Background: an optimization exercise with open tools, aiming at small area and a short achievable clock period. Do not read the settings as production practice.
Function was checked by simulation only, so behaviour that the tests miss may differ from the original.
Power figures rest on the tool's default switching activity, not on a simulated workload.

Design DSP, start of the top module:
module DSP(A, B, C, D, clk, rst_n, P);
input  [17:0] A, B, D;
input  [47:0] C;
input clk, rst_n;
output reg [47:0] P;
reg  [17:0] s1, s2, s3, a1;
reg  [4:0] ah;
reg  [30:0] y0;
reg  [30:0] y1;
reg  [30:0] y2;
reg  [47:0] z0;
reg  [47:0] z1;
wire pp1;
wire pp2;
wire pp3;
wire pp4;
wire pp5;
wire pp6;
wire pp7;
wire pp8;
wire pp9;
wire pp10;
wire pp11;
wire pp12;
wire pp13;
wire pp14;
wire pp15;
wire pp16;
wire pp17;
wire pp18;
wire pp19;
wire pp20;
wire pp21;
wire pp22;
wire pp23;
wire pp24;
wire pp25;
wire pp26;
wire pp27;
wire pp28;
wire pp29;
wire pp30;
wire pp31;
wire pp32;
wire pp33;
wire pp34;
wire pp35;
wire pp36;
wire pp37;
wire pp38;
wire pp39;
wire pp40;
wire pp41;
wire pp42;
wire pp43;
wire pp44;
wire pp45;
wire pp46;
wire pp47;
wire pp48;
wire pp49;
wire pp50;
wire pp51;
wire pp52;
wire pp53;
wire pp54;
wire pp55;
wire pp56;
wire pp57;
wire pp58;
wire pp59;
wire pp60;
wire pp61;
wire pp62;
wire pp63;
wire pp64;
wire pp65;
wire pp66;
wire pp67;
wire pp68;
wire pp69;
wire pp70;
wire pp71;
wire pp72;
wire pp73;
wire pp74;
wire pp75;
wire pp76;
wire pp77;
wire pp78;
wire pp79;
wire pp80;
wire pp81;
wire pp82;
wire pp83;
wire pp84;
wire pp85;
wire pp86;
wire pp87;
wire pp88;
wire pp89;
wire pp90;
wire pp91;
wire pp92;
wire pp93;
wire pp94;
wire pp95;
wire pp96;
wire pp97;
wire pp98;
wire pp99;
wire pp100;
wire pp101;
wire pp102;
wire pp103;
wire pp104;
wire pp105;
wire pp106;
wire pp107;
wire pp108;
wire pp109;
wire pp110;
wire pp111;
wire pp112;
wire pp113;
wire pp114;
wire pp115;
wire pp116;
wire pp117;
wire pp118;
wire pp119;
wire pp120;
wire pp121;
wire pp122;
wire pp123;
wire pp124;
wire pp125;
wire pp126;
wire pp127;
wire pp128;
wire pp129;
wire pp130;
wire pp131;
wire pp132;
wire pp133;
wire pp134;
wire pp135;
wire pp136;
wire pp137;
wire pp138;
wire pp139;
wire pp140;
wire pp141;
wire pp142;
wire pp143;
wire pp144;
wire pp145;
wire pp146;
wire pp147;
wire pp148;
wire pp149;
wire pp150;
wire pp151;
wire pp152;
wire pp153;
wire pp154;
wire pp155;
wire pp156;
wire pp157;
wire pp158;
wire pp159;
wire pp160;
wire pp161;
wire pp162;
wire pp163;
wire pp164;
  ...
==> flow/config.mk <==
export PLATFORM = sky130hd
export DESIGN_NAME = DSP
export DESIGN_NICKNAME = DSP
export VERILOG_FILES = /design/flow/design.v
export SDC_FILE = /design/flow/constraint.sdc
export NUM_CORES = 4
export LEC_CHECK = 0
export ABC_AREA = 1
export CAP_MARGIN = 20
export CORE_MARGIN = 2
export CORE_UTILIZATION = 40
export CTS_BUF_LIST = sky130_fd_sc_hd__clkbuf_16
export CTS_CLUSTER_DIAMETER = 200
export CTS_CLUSTER_SIZE = 30
export SETUP_SLACK_MARGIN = 3.9
export SLEW_MARGIN = 20
export SYNTH_HIERARCHICAL = 1
==> flow/constraint.sdc <==
create_clock -name core_clock -period 7.0 [get_ports {clk}]
set_input_delay 1.4000 -clock core_clock [delete_from_list [all_inputs] [get_ports {clk}]]
set_output_delay 1.4000 -clock core_clock [all_outputs]
set_load 0.01 [all_outputs]
standard.sh (not shown) runs the stock make flow with config.mk's settings and CLKGATE_MAP_FILE= SYNTH_SCRIPT=/design/flow/synth_recipe.tcl, a recipe that flattens the netlist after the stock synthesis.
==> flow/flow/run.sh <==
#!/bin/bash
# The standard layout, with two changes to how it is made:
#  - the port buffers are plain sky130 buf_1 cells (the default pick is a slow delay cell),
#  - timing repair may swap cells across footprints (so it can resize those buffers).
set -euo pipefail
bash standard.sh "BUFFER_PORTS_ARGS=-buffer_cell sky130_fd_sc_hd__buf_1" MATCH_CELL_FOOTPRINT=0 finish > standard.log 2>&1
The first run completed without violations.
==> next run, changes <==
Settings changed: ABC_AREA 1 to default, CTS_BUF_LIST sky130_fd_sc_hd__clkbuf_16 to sky130_fd_sc_hd__clkbuf_8, CTS_CLUSTER_DIAMETER 200 to default, CTS_CLUSTER_SIZE 30 to 20, SETUP_SLACK_MARGIN 3.9 to 4.6.
What happened: The changed run completed with no timing, DRC or antenna violations. First-iteration DRC count decreases by 45%. Core utilization increases by 7.0 points. Combinational power increases by 11%. Sequential power increases by about 2%. Clock power increases by 83%. Global-route usage increases by 0.74 points. Area after synthesis decreases by 10%.
==> next run, changes <==
Settings changed: SETUP_SLACK_MARGIN 4.6 to 3.9.
Effect: The changed run ran to the end with no violations. Setup slack got worse by 74 ps. Power is lower by about 12%. Critical path depth decreases by 6. Final cell count went down by about 5%. Utilization goes down by 5.4 points. Routed wire length came out lower by 11%.

## re-timing with driven ports
Ports are ideal in the flow. The routed layouts listed here were re-timed in OpenROAD. Step 1 assumes that a clkbuf_16 drives the clock port and a buf_2 every other input. Step 2 times the ports against the registers' clock, not the clock port: input delays grow and output delays shrink by t, the midpoint of the rising clock arrivals with the driver on. Slacks: ideal ports / drivers / drivers and shift; pairs: ideal ports / drivers.
| run | t, ns | setup WS [ns] | worst hold slack (ns) | worst register clock-pin slew, ns | worst slew at a driven data input, ns |
|---|---|---|---|---|---|
| the first run | 0.555 | 3.978 / 3.978 / 3.512 | 0.337 / 0.337 / 0.337 | 0.12 / 0.12 | 0.05 |
| the second run | 0.676 | 4.048 / 4.048 / 3.446 | 0.328 / 0.328 / 0.328 | 0.06 / 0.06 | 0.05 |
| the third run | 0.661 | 3.974 / 3.974 / 3.362 | 0.339 / 0.339 / 0.339 | 0.07 / 0.07 | 0.05 |
After both steps setup and hold are still met in every run listed. For the third run, which loses most, drivers alone change the setup slack by 0.000 ns; drivers and shift together by -0.612 ns.
